This design comes from an exercise in tuning for small area, a short achievable clock period and few clock cycles on the open sky130 flow, not from production work.
Only simulation tests tie the RTL to the original design; equivalence was not proved.
No activity file was given, so power comes from the tool's default toggle rates.

$ cat flow/design.v
module JAM (
input CLK,
input RST,
output reg [2:0] W,
output reg [2:0] J,
input [6:0] Cost,
output reg [3:0] MatchCount,
output reg [9:0] MinCost,
output reg Valid );
localparam P_COL = 3'd0, P_ROW = 3'd1, P_INS = 3'd2, P_INIT = 3'd3, P_DFS = 3'd4, P_DONE = 3'd5, P_INIT2 = 3'd6;
reg [2:0]  phase;
reg [6:0]  colm [0:7];    
reg [2:0]  lid  [0:7];    
reg [6:0]  lrm  [0:7];    
reg [2:0]  lam  [0:7];    
reg [2:0]  lkey [0:7];    
reg [6:0]  crm;
reg [2:0]  cam;
reg [2:0]  ckey;
reg [7:0]  Lh;            
reg [9:0]  LB0;           
reg [6:0]  dcol [0:6];    
reg [2:0]  job [0:6];     
reg [7:0]  U;             
reg        adv;           
reg [11:0] G;             
reg [6:0]  cmJ;           
reg [6:0]  rmc, rm1, dm;  
integer k;
wire [6:0] cm  = colm[J];
wire [6:0] d2  = Cost - cm;
wire [6:0] nc  = (W == 3'd0 || Cost < cm) ? Cost : cm;
wire       lt2 = (J == 3'd0 || d2 < crm);
wire       eq2 = (d2 == crm);
wire [2:0] ins_id = W - 3'd1;
reg  [7:0] gt;
always @(*) begin
    for (k = 0; k < 8; k = k + 1)
        gt[k] = (k >= ins_id) || (lkey[k] > ckey);
end
wire do_ins = (phase == P_ROW && J == 3'd0 && W != 3'd0) || (phase == P_INS);
wire [7:0] Lup = {Lh[6:0], 1'b0};      
wire [7:0] Ldn = {1'b0, Lh[7:1]};      
reg  [6:0] rm2u, rm1d;                 
reg  [6:0] dm2;                        
reg  [2:0] na, ca, pa, pj, wup, wdn;   
always @(*) begin
    rm2u = 7'd0; rm1d = 7'd0; dm2 = 7'd0; na = 3'd0; ca = 3'd0; pa = 3'd0; pj = 3'd0; wup = 3'd0; wdn = 3'd0;
    for (k = 0; k < 8; k = k + 1) begin
        rm1d = rm1d | ({7{Ldn[k]}} & lrm[k]);
        na  = na  | ({3{Lup[k]}} & lam[k]);
        wup = wup | ({3{Lup[k]}} & lid[k]);
        ca  = ca  | ({3{Lh[k]}}  & lam[k]);
        pa  = pa  | ({3{Ldn[k]}} & lam[k]);
        wdn = wdn | ({3{Ldn[k]}} & lid[k]);
    end
    for (k = 0; k < 7; k = k + 1)
        pj = pj | ({3{Ldn[k]}} & job[k]);
    for (k = 0; k < 6; k = k + 1) begin
        rm2u = rm2u | ({7{Lh[k]}} & lrm[k + 2]);
        dm2  = dm2  | ({7{Lh[k + 2]}} & dcol[k]);
    end
end
wire [11:0] thr = G + {5'd0, cmJ};
wire thr_neg = thr[11];
wire thr_big = |thr[10:7];
function [1:0] cmp7;
    input [6:0] a, b;
    reg [7:0] l, e;
    reg [3:0] l1, e1;
    reg [1:0] l2, e2;
    integer i;
    begin
        l = {1'b0, ~a & b};
        e = {1'b1, ~(a ^ b)};
        for (i = 0; i < 4; i = i + 1) begin
            l1[i] = l[2*i+1] | (e[2*i+1] & l[2*i]);
            e1[i] = e[2*i+1] & e[2*i];
        end
        for (i = 0; i < 2; i = i + 1) begin
            l2[i] = l1[2*i+1] | (e1[2*i+1] & l1[2*i]);
            e2[i] = e1[2*i+1] & e1[2*i];
        end
        cmp7 = {l2[1] | (e2[1] & l2[0]), e2[1] & e2[0]};
    end
endfunction
wire [1:0] c7 = cmp7(Cost, thr[6:0]);
wire ok   = !adv && !thr_neg && (thr_big || c7[1] || c7[0]);
wire less = !thr_neg && (thr_big || c7[1]);
wire leaf = Lh[7];
wire push = ok && !leaf;
wire better = leaf && ok && less;
wire [7:0] candN  = ~U & ~(8'd1 << ca) & ((J == ca) ? 8'hff : (8'hfe << J));
reg  [2:0] nxt; reg has_nxt;
always @(*) begin
    has_nxt = 1'b0; nxt = 3'd0;
    for (k = 7; k >= 0; k = k - 1)
        if (candN[k]) begin has_nxt = 1'b1; nxt = k; end
end
wire [7:0] freeP = ~(U | (8'd1 << J));
reg  [2:0] first;
always @(*) begin
    first = 3'd0;
    for (k = 7; k >= 0; k = k - 1)
        if (freeP[k]) first = k;
    if (freeP[na]) first = na;
end
wire [7:0] Up    = U & ~(8'd1 << pj);
wire [7:0] candP = ~Up & ~(8'd1 << pa) & ((pj == pa) ? 8'hff : (8'hfe << pj));
reg  [2:0] pnxt; reg has_pnxt;
always @(*) begin
    has_pnxt = 1'b0; pnxt = 3'd0;
    for (k = 7; k >= 0; k = k - 1)
        if (candP[k]) begin has_pnxt = 1'b1; pnxt = k; end
end
function [23:0] csa;    
    input [11:0] x, y, z;
    begin
        csa[11:0]  = x ^ y ^ z;
        csa[23:12] = {(x[10:0] & y[10:0]) | (x[10:0] & z[10:0]) | (y[10:0] & z[10:0]), 1'b0};
    end
endfunction
wire [11:0] e_cm   = {5'd0, cmJ};
wire [11:0] e_rm1  = {5'd0, rm1};
wire [11:0] n_cost = ~{5'd0, Cost};
wire [23:0] gp1 = csa(G, e_cm, e_rm1);
wire [23:0] gp2 = csa(gp1[11:0], gp1[23:12], n_cost);
wire [11:0] g_push = gp2[11:0] + gp2[23:12] + 12'd1;
wire [6:0]  dnow    = Cost - cmJ;
wire [9:0]  leafcost = MinCost - G[9:0] + {3'd0, dnow};
wire [7:0]  xpop    = {1'b0, dm} - {1'b0, rmc};
wire [11:0] g_pop   = G + {{4{xpop[7]}}, xpop};
wire [8:0]  gpb     = {xpop[7], xpop} + {2'd0, dnow};
wire [11:0] g_popb  = {{3{gpb[8]}}, gpb};
always @(posedge CLK) begin
    if (phase == P_COL) colm[J] <= nc;
    if (phase == P_ROW) begin
        if (lt2) begin
            crm <= d2;
            cam <= J;
            ckey <= 3'd0;
        end else if (eq2) begin
            cam <= J;
            ckey <= ckey + 3'd1;
        end
    end
    if (do_ins) begin
        for (k = 0; k < 8; k = k + 1)
            if (gt[k]) begin
                if (k > 0 && gt[k - 1]) begin
                    lid[k]  <= lid[k - 1];
                    lrm[k]  <= lrm[k - 1];
                    lam[k]  <= lam[k - 1];
                    lkey[k] <= lkey[k - 1];
                end else begin
                    lid[k]  <= ins_id;
                    lrm[k]  <= crm;
                    lam[k]  <= cam;
                    lkey[k] <= ckey;
                end
            end
    end
    if (phase == P_DFS) begin
        for (k = 0; k < 7; k = k + 1)
            if (Lh[k]) job[k] <= J;
        for (k = 0; k < 7; k = k + 1)
            if (Lh[k]) dcol[k] <= dnow;
    end
end
reg [2:0]  phase_n, W_n, J_n;
reg        Valid_n, adv_n;
reg [7:0]  Lh_n, U_n;
reg [11:0] G_n;
reg [6:0]  cmJ_n, rmc_n, rm1_n, dm_n;
reg [9:0]  LB0_n;
reg [9:0]  MinCost_n;
reg [3:0]  MatchCount_n;
always @(*) begin
    phase_n = phase; W_n = W; J_n = J; Valid_n = Valid;
    Lh_n = Lh; U_n = U; adv_n = adv; G_n = G; cmJ_n = cmJ; rmc_n = rmc; rm1_n = rm1; dm_n = dm; LB0_n = LB0;
    MinCost_n = MinCost; MatchCount_n = MatchCount;
    case (phase)
    P_COL: begin
        {J_n, W_n} = {J, W} + 6'd1;
        if (W == 3'd7 && J == 3'd7) phase_n = P_ROW;
    end
    P_ROW: begin
        if (W == 3'd0) LB0_n = ((J == 3'd0) ? 10'd0 : LB0) + {3'd0, cm};
        else if (J == 3'd0) LB0_n = LB0 + {3'd0, crm};
        {W_n, J_n} = {W, J} + 6'd1;
        if (W == 3'd7 && J == 3'd7) phase_n = P_INS;
    end
    P_INS: begin
        LB0_n = LB0 + {3'd0, crm};
        phase_n = P_INIT;
    end
    P_INIT: begin
        G_n = 12'd1023 - {2'd0, LB0} + {5'd0, lrm[0]};
        rmc_n = lrm[0];
        rm1_n = lrm[1];
        W_n = lid[0];
        J_n = lam[0];
        Lh_n = 8'd1;
        U_n = 8'd0;
        adv_n = 1'b0;
        MinCost_n = 10'd1023;
        MatchCount_n = 4'd0;
        phase_n = P_INIT2;
    end
    P_INIT2: begin
        cmJ_n = cm;
        phase_n = P_DFS;
    end
    P_DFS: begin
        adv_n = 1'b0;
        if (better) begin
            MinCost_n = leafcost;
            MatchCount_n = 4'd1;
        end else if (leaf && ok)
            MatchCount_n = MatchCount + 4'd1;
        if (push) begin
            U_n = U | (8'd1 << J);
            Lh_n = Lup;
            W_n = wup;
            J_n = first;
            G_n = g_push;
            rmc_n = rm1;
            rm1_n = rm2u;
            dm_n = dnow;
            cmJ_n = colm[first];
        end else if (has_nxt && !leaf) begin
            J_n = nxt;
            cmJ_n = colm[nxt];
        end else if (Lh[0]) begin
            phase_n = P_DONE;
            Valid_n = 1'b1;
        end else begin
            Lh_n = Ldn;
            W_n = wdn;
            U_n = Up;
            J_n = has_pnxt ? pnxt : pj;
            adv_n = !has_pnxt;
            G_n = better ? g_popb : g_pop;
            rmc_n = rm1d;
            rm1_n = rmc;
            dm_n = dm2;
            cmJ_n = colm[pnxt];
        end
    end
    default: ;
    endcase
end
always @(posedge CLK or posedge RST) begin
    if (RST) begin
        phase <= P_COL;
        W <= 3'd0;
        J <= 3'd0;
        Valid <= 1'b0;
    end else begin
        phase <= phase_n;
        W <= W_n;
        J <= J_n;
        Valid <= Valid_n;
    end
end
always @(posedge CLK) begin
    Lh <= Lh_n;
    U <= U_n;
    adv <= adv_n;
    G <= G_n;
    cmJ <= cmJ_n;
    rmc <= rmc_n;
    rm1 <= rm1_n;
    dm <= dm_n;
    LB0 <= LB0_n;
    MinCost <= MinCost_n;
    MatchCount <= MatchCount_n;
end
endmodule
$ cat flow/run.sh
#!/bin/bash
# synth_recipe.tcl (not shown) runs the flow's synth.tcl, then flattens the netlist and writes it again
# the make line also repeats each setting of config.mk as NAME=value (left out here)
make -C /OpenROAD-flow-scripts/flow DESIGN_CONFIG=/design/flow/config.mk WORK_HOME=/design/flow/orfs CLKGATE_MAP_FILE= SYNTH_SCRIPT=/design/flow/synth_recipe.tcl finish
$ cat flow/constraint.sdc
create_clock -name core_clock -period 8.0 [get_ports {CLK}]
set_input_delay 1.6000 -clock core_clock [delete_from_list [all_inputs] [get_ports {CLK}]]
set_output_delay 1.6000 -clock core_clock [all_outputs]
set_load 0.01 [all_outputs]
$ cat flow/config.mk
export PLATFORM = sky130hd
export DESIGN_NAME = JAM
export DESIGN_NICKNAME = JAM
export VERILOG_FILES = /design/flow/design.v
export SDC_FILE = /design/flow/constraint.sdc
export NUM_CORES = 4
export LEC_CHECK = 0
export CAP_MARGIN = 20
export CORE_MARGIN = 2
export CORE_UTILIZATION = 60
export CTS_BUF_LIST = sky130_fd_sc_hd__clkbuf_8
export SETUP_SLACK_MARGIN = 3.8
export SLEW_MARGIN = 20
==> results of run 1 <==
-- path summary, 6_finish.rpt --
check                        endpoint  cells after the start       start
max                            cmJ[4]                     18      cmJ[0]
min                        lkey[6][2]                      2  lkey[5][2]
max reg2reg                    cmJ[4]                     18      cmJ[0]
min reg2reg                lkey[6][2]                      2  lkey[5][2]
max in group asynchronous        J[1]                      2         RST
min in group asynchronous        J[2]                      2         RST
-- power breakdown --
| part | switching (µW) | internal [µW] |
|---|---|---|
| clock | 778 | 851 |
| sequential | 252 | 2420 |
| combinational | 857 | 772 |
| total | 1890 | 4040 |
-- cell families after synthesis --
| kind of cell | Yosys count |
|---|---|
| AO/OA/AOI/OAI | 624 |
| AND/OR/NAND/NOR | 443 |
| flip-flops | 348 |
| buffers and inverters | 251 |
| multiplexers | 201 |
| adder cells (fa/ha/maj) | 173 |
| XOR/XNOR | 84 |
-- metrics by stage --
stage / hold WS (ps) / setup slack, ps
floorplan: 512.2 / 3253
global placement: 547.9 / 2153
detailed placement: 547.3 / 2096
CTS: 565.0 / 3675
global route: 576.8 / 3435
finish: 560.5 / 3564
-- area by class of cell --
cell class | count | area share [%]
clock buffer | 59 | 2.950
sequential | 348 | 37.81
timing repair buffer | 179 | 6.487
clock inverter | 47 | 1.259
inverter | 143 | 2.064
tap | 518 | 2.355
multi-input combinational | 1534 | 47.07
-- layer usage --
metal,wire [µm],global-route usage [%]
met4,3414,13.99
met5,0,0
met1,29220,48.71
met3,7946,7.273
met2,34690,57.59
-- repair_timing --
item	in CTS	in global routing
pin swaps	65	54
hold buffers	0	0
setup buffers	53	43
setup endpoints to repair	221	185
resized for setup	147	125
cloned	11	6
-- cells in the final DEF (no fill, tap or decap), types with 10 or more instances in the layout --
cell type        instances
edfxtp_1               338
inv_1                  165
ha_1                   133
nand2_1                129
a21oi_1                110
buf_4                  105
nor2_1                  98
a22oi_1                 98
mux2_2                  92
o21ai_0                 81
mux2i_1                 78
clkbuf_8                59
xnor2_1                 53
o21ai_1                 41
a21o_1                  37
a31oi_1                 33
a21oi_2                 29
nand3_1                 29
fa_1                    27
nor3_1                  25
buf_6                   24
clkdlybuf4s50_1         24
a222oi_1                22
xor2_1                  21
nor2b_1                 21
o21bai_1                18
and3_1                  16
nand2b_1                15
nor2_4                  15
mux4_2                  15
nand4_1                 13
o211ai_1                13
buf_12                  13
o21a_1                  11
a221oi_1                11
or2_2                   11
mux2_1                  10
-- critical path: stages (launching register included) --
cell and delay [ps]:
edfxtp_1 460, ha_2 230, fa_2 330, a21o_1 180, a21oi_2 140, o21bai_1 80, a21oi_1 200, xnor2_1 120
ha_2 190, or4_4 530, a31oi_4 180, o221ai_4 160, o311ai_4 330, buf_6 160, nor2_4 70, nor2_4 150
a21boi_4 300, a21oi_1 70, o31a_1 280
-- registers in the layout, indices dropped and copies added, names as in the netlist, 8 cells and up --
| signal | count |
|---|---|
| lam | 24 |
| job | 21 |
| lid | 24 |
| colm | 56 |
| lrm | 56 |
| U | 8 |
| LB0 | 10 |
| Lh | 8 |
| dcol | 42 |
| G | 12 |
| lkey | 21 |
| MinCost | 10 |
==> impl_metrics.csv, run 1 <==
group,metric,value,unit
sta,fin_setup_tns,0,ps
logic_synthesis,ys_types,85,
logic_synthesis,synth.most_common_cell,"edfxtp_1",
cts,clock-sinks,348,
logic_synthesis,yosysTopAreaCell,"edfxtp_1",
placed_design,hpwl,48.49,mm
sta,clock_skew,46.09,ps
floorplanning,rows,72,
floorplanning,dieWidth,200.8,µm
logic_synthesis,synth_compound_area_share,17.99,%
logic_synthesis,synth_top_family_by_area,"compound AO/OA/AOI/OAI gates",
grt,grt_pass1_wl,110.8,mm
route,avgRoutedWirePerCell,26.62,µm
logic_synthesis,synth_common_cells,"338 x edfxtp_1, 143 x ha_1, 141 x inv_1",
grt,grt_pass1_vias,18480,
setup_path,critPathRequiredTime,8430,ps
floorplanning,start_util,60.43,%
sta,hold_viol_final,0,
logic_synthesis,yosysSeqAreaShare,44.74,%
placed_design,place_congestion,0.9287,
cells_and_area,drive_gt1_share,22.38,%
route,finalWirelength,75.27,mm
route,postRouteAntennaNets,0,
cells_and_area,n_fill_cell,2808,
cts,htree_levels,2,
logic_synthesis,yosys-top-cells-area,"edfxtp_1 44%, ha_1 7.7%, mux2_2 4.5%, mux2i_1 3.4%, a22oi_1 3.2%",
route,drtIter0Drc,2293,
pwr,peakVddDrop,0.0002019,V
setup_path,critical_path.max_fanout,5,
sta,setup_viol,0,
route,vias,19180,
grt,antenna_found_initial,0,
cells_and_area,stdcell_area,27520,µm²
sta,post-route-period-util,55.45,%
route,drc_errors,0,
logic_synthesis,synth.area.mux_share,10.29,%
pwr,pwr_density_cell,215.3,nW/µm²
logic_synthesis,yosys_warnings,8,
logic_synthesis,synth.avg_cell_area,10.94,µm²
logic_synthesis,synth_simple_gate_area_share,9.102,%
placed_design,dpl_cell_area,24290,µm²
cts,cts_max_path_buffers,3,
cts,cts_tree,"built",
hold_path,hold_class,"flop to flop",
cts,worstSkewPairLatency,690,ps
logic_synthesis,ys_dominant_reg_cell,"edfxtp_1",
route,dr.pass1.iters,8,
placed_design,dp_cells,2609,
cells_and_area,multiInputGateArea,12950,µm²
cts,numCtsBuffers,59,
logic_synthesis,yosysTopAreaCellShare,43.66,%
run,drv_cap,0,
route,vias_per_cell,6.781,
grt,grt_max_degree,38,
grt,globalRouteOverflowTotal,0,
cells_and_area,utilization,71.55,%
floorplanning,core_area,38470,µm²
sta,relSlewSlack,33.23,%
sta,worst-slew-pin-transition,998.4,ps
logic_synthesis,synthesis.nets,2306,
cts,clk_pin_slew,60,ps
logic_synthesis,synth_cells,2124,
sta,max_freq,0.2254,GHz
floorplanning,die_h,200.8,µm
grt,gr-usage-all-layers,36.03,%
sta,slew_viol_final,0,
cells_and_area,fin_cells,2828,
status,status,"timing/DRC/antenna clean",
placed_design,io_buffers,29,
sta,rsz0062_at_grt,"true",
logic_synthesis,synth_seq_cells,348,
pwr,total_power,5925,µW
logic_synthesis,syn_area,23240,µm²
floorplanning,pin_count,30,
setup_path,reg2reg_setup_slack,3560,ps
logic_synthesis,synth_xor_area_share,3.230,%
cells_and_area,area_growth,18.40,%
logic_synthesis,async_flop_share,2.874,%
cells_and_area,nets,2447,
cells_and_area,diodes,0,
setup_path,cp.arrival,4870,ps
setup_path,path_class,"flop to flop",
pwr,p_leak,0.01054,µW
logic_synthesis,synthAdderAreaFrac,10.28,%
setup_path,start_kind,"flop",
floorplanning,die_area,40330,µm²
sta,finalCriticalPeriod,4436,ps
cts,root_buffer,"clkbuf_8",
logic_synthesis,synth_edf_count,338,
cells_and_area,regArea,10410,µm²
setup_path,cp-end-kind,"flop",
Testbench counts, summed over its fixed seeds: cycles 5,268.
==> run 2: changes to the inputs <==
--- a/flow/config.mk
+++ b/flow/config.mk
@@ -7,7 +7,7 @@
 export LEC_CHECK = 0
 export CAP_MARGIN = 20
 export CORE_MARGIN = 2
-export CORE_UTILIZATION = 60
+export CORE_UTILIZATION = 50
 export CTS_BUF_LIST = sky130_fd_sc_hd__clkbuf_8
-export SETUP_SLACK_MARGIN = 3.8
+export SETUP_SLACK_MARGIN = 3.5
 export SLEW_MARGIN = 20
==> run 2 against run 1 <==
Net effect: sequential power about the same; via count shrank 2.8%; largest power group unchanged; first-iteration DRC count grew 8.2%; sequential share of layout area grew 0.87 points; critical endpoint unchanged; count of clock-buffer cells in the layout increased by 3; still clean; core utilization down 13 points; clock skew increased by 4.0 ps.
==> impl_metrics.csv, run 2 <==
group,metric,value,unit
logic_synthesis,yosys-top-cells-area,"edfxtp_1 44%, ha_1 7.7%, mux2_2 4.5%, mux2i_1 3.4%, a22oi_1 3.2%",
sta,worst-slew-pin-transition,1119,ps
logic_synthesis,yosysTopAreaCell,"edfxtp_1",
floorplanning,die_h,219.6,µm
placed_design,place_congestion,0.9125,
logic_synthesis,ys_types,85,
grt,globalRouteOverflowTotal,0,
sta,fin_setup_tns,0,ps
pwr,pwr_density_cell,222.5,nW/µm²
cells_and_area,reg_top3,"colm: 56 flops, lrm: 56 flops, dcol: 42 flops",
cts,hold_buffers,0,
sta,clock_skew,50.13,ps
floorplanning,start_util,50.25,%
placed_design,dp_cells,2693,
setup_path,critical_path.max_fanout,5,
setup_path,crit_slowest_cell,"edfxtp_1",
logic_synthesis,synth_edf_count,338,
cts,cts_tree,"built",
setup_path,critPathRequiredTime,8420,ps
route,vias_per_cell,6.457,
route,finalWirelength,76.14,mm
sta,setup_viol,0,
logic_synthesis,synth.avg_cell_area,10.94,µm²
setup_path,cp-end-kind,"flop",
setup_path,cp.arrival,4940,ps
logic_synthesis,synth_cells,2124,
floorplanning,rows,79,
route,postRouteAntennaNets,0,
cells_and_area,area_growth,15.70,%
setup_path,start_kind,"flop",
sta,relSlewSlack,25.35,%
logic_synthesis,syn_area,23240,µm²
sta,post-route-period-util,56.48,%
logic_synthesis,yosysTopAreaCellShare,43.66,%
logic_synthesis,synth.most_common_cell,"edfxtp_1",
logic_synthesis,yosysSeqAreaShare,44.74,%
run,drv_cap,0,
cts,cts_max_path_buffers,3,
cells_and_area,nets,2410,
floorplanning,pin_count,30,
logic_synthesis,async_flop_share,2.874,%
floorplanning,core_area,46260,µm²
grt,antenna_found_initial,1,
cts,worstSkewPairLatency,700,ps
cts,clk_pin_slew,70,ps
grt,gr-usage-all-layers,31.06,%
logic_synthesis,synthesis.nets,2306,
hold_path,hold_class,"flop to flop",
cells_and_area,final_common_cell,"edfxtp_1",
grt,grt_pass1_wl,111.9,mm
logic_synthesis,ys_dominant_reg_cell,"edfxtp_1",
sta,finalCriticalPeriod,4518,ps
route,vias,18640,
cts,htree_levels,2,
route,drtIter0Drc,2482,
pwr,peakVddDrop,0.0001515,V
status,status,"timing/DRC/antenna clean",
cells_and_area,layout_common_cells,"338 x edfxtp_1, 150 x inv_1, 136 x ha_1",
sta,rsz0062_at_grt,"true",
cells_and_area,fin_cells,2887,
setup_path,cpPeakStageDelay,510,ps
logic_synthesis,synth_seq_cells,348,
grt,grt_pass1_vias,18220,
logic_synthesis,synth_common_cells,"338 x edfxtp_1, 143 x ha_1, 141 x inv_1",
cts,numCtsBuffers,61,
pwr,p_leak,0.01024,µW
cts,root_buffer,"clkbuf_8",
sta,hold_viol_final,0,
route,avgRoutedWirePerCell,26.37,µm
placed_design,hpwl,50.63,mm
cells_and_area,drive_gt1_share,19.78,%
route,dr.pass1.iters,7,
grt,grt_max_degree,47,
cells_and_area,diodes,0,
placed_design,io_buffers,29,
setup_path,path_cells,"ha_2 > fa_2 > a21o_1 > a21oi_2 > o21bai_1 > a21oi_1 > xnor2_1 > ha_2 > or4_4 > a31oi_4 > o221ai_4 > o311ai_4 > buf_6 > nor2_4 > nor2_4 > a21boi_4 > a21oi_1 > o31a_1",
logic_synthesis,yosys_warnings,8,
floorplanning,die_area,48230,µm²
floorplanning,dieWidth,219.6,µm
sta,slew_viol_final,0,
setup_path,path_class,"flop to flop",
sta,max_freq,0.2213,GHz
pwr,total_power,5984,µW
route,drc_errors,0,
cts,clock-sinks,348,
-- run 2: cell counts after synthesis --
No cell type changed its count.
-- run 2: where the power goes --
group,total [µW],switching (µW),internal (µW)
combinational,1600,840,757
sequential,2670,254,2420
clock,1720,821,896
-- run 2: logic make-up after synthesis --
family                     Yosys count  share of synthesized area, %
AOI/OAI and AO/OA                  624                         17.99
DFF                                348                         44.74
buffers and inverters              251                         4.365
xor gates and xnor gates            84                         3.230
and+or+nand+nor                    443                         9.102
muxes                              201                         10.29
adders and majority gates          173                         10.28
-- run 2: final cells by class --
cell class / count / area [µm²]
fillers: 3823 / 19360
inverters: 143 / 570.5
flip-flops and latches: 348 / 10410
well taps: 607 / 759.5
multi-input cells: 1532 / 12510
repair buffers: 142 / 1405
clock inverters: 53 / 391.6
clock buffers: 62 / 853.3
-- run 2: metal layers --
metal	wire length [µm]	global-route usage (%)	part of all wire, %
met3	6444	4.624	8.5
met5	0	0	0
met4	2469	9.978	3.2
met2	36180	51.42	48
met1	31050	42.03	41
-- run 2: worst paths after layout --
path | start | endpoint | slack [ps] | depth (start not counted)
min reg2reg | Valid | Valid | 470 | 1
max in group asynchronous | RST | J[1] | 6370 | 2
max reg2reg | cmJ[0] | cmJ[4] | 3480 | 18
min in group asynchronous | RST | W[1] | 1230 | 2
min | Valid | Valid | 470 | 1
max | cmJ[0] | cmJ[4] | 3480 | 18
-- run 2: metrics by stage --
step | hold slack [ps] | utilization [%] | worst slack, ps | instance area (µm²)
floorplan | 512.2 | - | 3253 | 23380
global placement | 459.0 | 52.61 | 1901 | 24340
detailed placement | 456.5 | 52.62 | 1813 | 24340
CTS | 476.9 | 56.62 | 3485 | 26190
global route | 518.0 | 58.14 | 3304 | 26890
finish | 470.4 | 58.14 | 3482 | 26890
-- run 2: repair_timing --
item	CTS	global route
pin swaps	20	32
gates resized for setup	65	79
hold endpoints to repair	0	0
setup endpoints to repair	214	187
gates cloned	9	5
setup buffers	32	32
-- run 2: critical path, delay by kind of cell, from the launching register on --
kind,cells,cell delay (ps)
AO/OA/AOI/OAI,10,1960
XOR/XNOR,1,110
adder cells (fa/ha/maj),3,800
buffers and inverters,1,170
flip-flops,1,510
AND/OR/NAND/NOR,3,730
==> run 3: changes to the inputs <==
--- a/flow/design.v
+++ b/flow/design.v
@@ -126,12 +126,16 @@
 wire [23:0] gp1 = csa(G, e_cm, e_rm1);
 wire [23:0] gp2 = csa(gp1[11:0], gp1[23:12], n_cost);
 wire [11:0] g_push = gp2[11:0] + gp2[23:12] + 12'd1;
+wire [23:0] lc1 = csa({2'd0, MinCost}, ~G, ~e_cm);
+wire [23:0] lc2 = csa(lc1[11:0], lc1[23:12], {5'd0, Cost});
+wire [11:0] leafsum = lc2[11:0] + lc2[23:12] + 12'd2;
+wire [9:0]  leafcost = leafsum[9:0];
+wire [23:0] gb1     = csa(G, ~{5'd0, rmc}, {5'd0, dm});
+wire [11:0] g_pop   = gb1[11:0] + gb1[23:12] + 12'd1;
+wire [23:0] gq1     = csa({5'd0, dm}, ~{5'd0, rmc}, ~e_cm);
+wire [23:0] gq2     = csa(gq1[11:0], gq1[23:12], {5'd0, Cost});
+wire [11:0] g_popb  = gq2[11:0] + gq2[23:12] + 12'd2;
 wire [6:0]  dnow    = Cost - cmJ;
-wire [9:0]  leafcost = MinCost - G[9:0] + {3'd0, dnow};
-wire [7:0]  xpop    = {1'b0, dm} - {1'b0, rmc};
-wire [11:0] g_pop   = G + {{4{xpop[7]}}, xpop};
-wire [8:0]  gpb     = {xpop[7], xpop} + {2'd0, dnow};
-wire [11:0] g_popb  = {{3{gpb[8]}}, gpb};
 always @(posedge CLK) begin
     if (phase == P_COL) colm[J] <= nc;
     if (phase == P_ROW) begin
--- a/flow/config.mk
+++ b/flow/config.mk
@@ -7,7 +7,6 @@
 export LEC_CHECK = 0
 export CAP_MARGIN = 20
 export CORE_MARGIN = 2
-export CORE_UTILIZATION = 50
-export CTS_BUF_LIST = sky130_fd_sc_hd__clkbuf_8
+export CORE_UTILIZATION = 40
 export SETUP_SLACK_MARGIN = 3.5
 export SLEW_MARGIN = 20
==> run 3 against run 2 <==
Net effect: still clean; final area up 2.0%; register-to-register slack better by 60 ps; die area up 29%; maximum frequency up 0.80%; synthesized cell count up 3.7%; setup slack better by 36 ps; cell count up 6.2%.
==> impl_metrics.csv, run 3 <==
group,metric,value,unit
status,status,"timing/DRC/antenna clean",
sta,rsz0062_at_grt,"true",
cts,cts_tree,"built",
setup_path,cp.arrival,4790,ps
cts,numCtsBuffers,42,
cts,root_buffer,"clkbuf_16",
grt,grt_pass1_wl,116.0,mm
cts,clk_pin_slew,60,ps
placed_design,dp_slack,1761,ps
grt,grt_pass1_vias,18420,
pwr,p_leak,0.01061,µW
setup_path,path_class,"input port to flop",
run,drv_cap,0,
cells_and_area,diodes,0,
logic_synthesis,synth_compound_area_share,17.55,%
cts,clock-sinks,348,
hold_path,hold_class,"flop to flop",
logic_synthesis,synth_common_cells,"338 x edfxtp_1, 188 x inv_1, 156 x ha_1",
cells_and_area,utilization,46.33,%
cts,htree_levels,2,
route,dr.pass1.iters,6,
logic_synthesis,async_flop_share,2.874,%
placed_design,io_buffers,29,
route,vias_per_cell,6.119,
cells_and_area,drive_gt1_share,15.66,%
pwr,peakVddDrop,0.0001332,V
grt,gr-usage-all-layers,24.36,%
cells_and_area,nets,2482,
logic_synthesis,synth_simple_gate_area_share,8.687,%
logic_synthesis,ys_dominant_reg_cell,"edfxtp_1",
floorplanning,die_h,249.1,µm
sta,setup_slack,3517,ps
route,finalWirelength,77.63,mm
grt,antenna_found_initial,1,
sta,hold_viol_final,0,
logic_synthesis,synth_edf_count,338,
logic_synthesis,synth.most_common_cell,"edfxtp_1",
sta,finalCriticalPeriod,4483,ps
placed_design,hpwl,53.16,mm
cts,hold_buffers,0,
setup_path,start_kind,"input port",
floorplanning,start_util,40.55,%
setup_path,critPathRequiredTime,8300,ps
logic_synthesis,synth.avg_cell_area,10.91,µm²
logic_synthesis,synthesis.nets,2425,
route,drtIter0Drc,2177,
route,postRouteAntennaNets,0,
logic_synthesis,yosys-top-cells-area,"edfxtp_1 42%, ha_1 8.1%, fa_1 4.7%, mux2i_1 4.2%, mux2_2 4.1%",
cells_and_area,layout_common_cells,"338 x edfxtp_1, 183 x inv_1, 154 x ha_1",
placed_design,place_congestion,0.9286,
route,avgRoutedWirePerCell,25.32,µm
cells_and_area,area_growth,14.23,%
route,drc_errors,0,
sta,setup_viol,0,
logic_synthesis,synth_xor_area_share,2.943,%
sta,post-route-period-util,56.03,%
logic_synthesis,yosysTopAreaCell,"edfxtp_1",
logic_synthesis,synth.area.mux_share,9.588,%
logic_synthesis,synth_top_family_by_area,"compound AO/OA/AOI/OAI gates",
route,vias,18760,
logic_synthesis,yosys_warnings,8,
floorplanning,die_area,62040,µm²
grt,grt_max_degree,45,
sta,relSlewSlack,22.43,%
cts,cts_max_path_buffers,3,
logic_synthesis,ys_types,86,
cells_and_area,n_fill_cell,5400,
cells_and_area,regArea,10410,µm²
floorplanning,core_area,59240,µm²
logic_synthesis,synthAdderAreaFrac,12.87,%
logic_synthesis,yosysTopAreaCellShare,42.25,%
setup_path,cp-end-kind,"flop",
cells_and_area,final_common_cell,"edfxtp_1",
logic_synthesis,syn_area,24020,µm²
setup_path,critical_path.max_fanout,7,
logic_synthesis,synth_cells,2203,
floorplanning,dieWidth,249.1,µm
grt,globalRouteOverflowTotal,0,
sta,slew_viol_final,0,
logic_synthesis,yosysSeqAreaShare,43.29,%
pwr,pwr_density_cell,216.5,nW/µm²
sta,worst-slew-pin-transition,1159,ps
sta,fin_setup_tns,0,ps
floorplanning,rows,89,
logic_synthesis,synth_seq_cells,348,
cts,worstSkewPairLatency,590,ps
cells_and_area,multiInputGateArea,12700,µm²
sta,clock_skew,19.53,ps
sta,max_freq,0.2231,GHz
cells_and_area,reg_top3,"colm: 56 flops, lrm: 56 flops, dcol: 42 flops",
floorplanning,pin_count,30,
[run 3: kinds of logic (layout without fill, tap and decap cells)]
| kind of cell | count (synthesis) | in the layout |
|---|---|---|
| AOI/OAI and AO/OA | 623 | 624 |
| and+or+nand+nor | 442 | 442 |
| DFF | 348 | 348 |
| buffers and inverters | 297 | 386 |
| adders and majority gates | 213 | 213 |
| muxes | 201 | 201 |
| xor gates and xnor gates | 79 | 79 |
[run 3: layout make-up]
| cell class | count | share of cell area [%] |
|---|---|---|
| Inverter | 189 | 2.626 |
| Sequential cell | 348 | 37.92 |
| Clock buffer | 49 | 4.112 |
| Clock inverter | 28 | 1.427 |
| Multi-Input combinational cell | 1559 | 46.26 |
| Tap cell | 773 | 3.524 |
| Timing Repair Buffer | 120 | 4.126 |
[run 3: path summary, 6_finish.rpt]
check	start	endpoint	slack, ps	cells past startpoint
worst max-delay path	Cost[2]	G[10]	3520	15
worst min-delay path	lkey[5][2]	lkey[6][2]	570	2
worst max register to register	Lh[1]	cmJ[2]	3540	12
worst min register to register	lkey[5][2]	lkey[6][2]	570	2
max in group asynchronous	RST	J[2]	6190	2
min in group asynchronous	RST	W[1]	1430	2
[run 3: repair_timing]
action	CTS	global route
endpoints found under the hold margin	0	0
endpoints found under the setup margin	192	136
pin swaps	4	18
cloned	1	3
gates resized for setup	45	34
setup buffers	18	18
[run 3: worst max-delay path, stage by stage]
cell	delay, ps
buf_2	200
fa_1	560
inv_1	40
ha_1	310
nor2b_1	150
o21ai_1	170
a21boi_0	160
o21ai_1	230
a21boi_0	170
o21ai_1	180
a21boi_0	130
o21a_1	210
or4_1	410
a31oi_1	200
a21oi_1	60
[run 3: power by group]
| part | leakage (µW) | internal [µW] | switching, µW | total (µW) |
|---|---|---|---|---|
| combinational | 0.00677 | 640 | 1030 | 1670 |
| clock | 0.000742 | 1310 | 842 | 2150 |
| sequential | 0.00311 | 2100 | 22.8 | 2120 |
| total | 0.0106 | 4050 | 1900 | 5940 |
[run 3: per-layer routing]
metal  up-vias  wire length (µm)  global-route usage (%)
li1       8403                 -                       -
met1      9308             33160                   33.85
met2       900             36050                   39.43
met3       150              6182                   3.814
met4         0              2228                   7.022
met5         -                 0                       0
[run 3: through the flow]
| step | instance area [µm²] | hold slack (ps) | total power [µW] | cells |
|---|---|---|---|---|
| after CTS | 27070 | 567.4 | 5859 | 3045 |
| after global placement | 25260 | 545.4 | 3609 | 2949 |
| after global routing | 27440 | 581.5 | 6148 | 3066 |
| final | 27440 | 568.8 | 5942 | 3066 |
| after detailed placement | 25260 | 552.1 | 3636 | 2949 |
| after floorplan | 24050 | 504.1 | 3149 | 2203 |
Testbench counts of run 3, summed over its fixed seeds: cycles 5,268.

## port drivers added, routing unchanged
In the flow no input, the clock included, has a driving cell. The finished layouts below were timed again as built, in two steps.
Step 1 (the two cells are an assumption about what drives the block):
set clk [get_ports {CLK}]
set_driving_cell -lib_cell sky130_fd_sc_hd__clkbuf_16 $clk
set_driving_cell -lib_cell sky130_fd_sc_hd__buf_2 [delete_from_list [all_inputs] $clk]
Step 2 moves the port delays by t, midway between the first and last clock arrival at a register: inputs arrive t later, outputs are due t later. That takes back most of the time a late clock gives input paths.
a / b / c = ideal ports / drivers / drivers and shift; a / b = the first two.
run | t (ns) | setup WS [ns] | clock arrival spread, ns
run 1 | 0.724 | 3.564 / 3.564 / 2.958 | 0.051 / 0.051
run 2 | 0.734 | 3.482 / 3.482 / 2.861 | 0.051 / 0.050
run 3 | 0.642 | 3.517 / 3.544 / 2.916 | 0.019 / 0.020
After both steps every run listed still meets setup and hold. For run 2, which loses most, drivers alone change the setup slack by 0.000 ns; drivers and shift together by -0.621 ns.
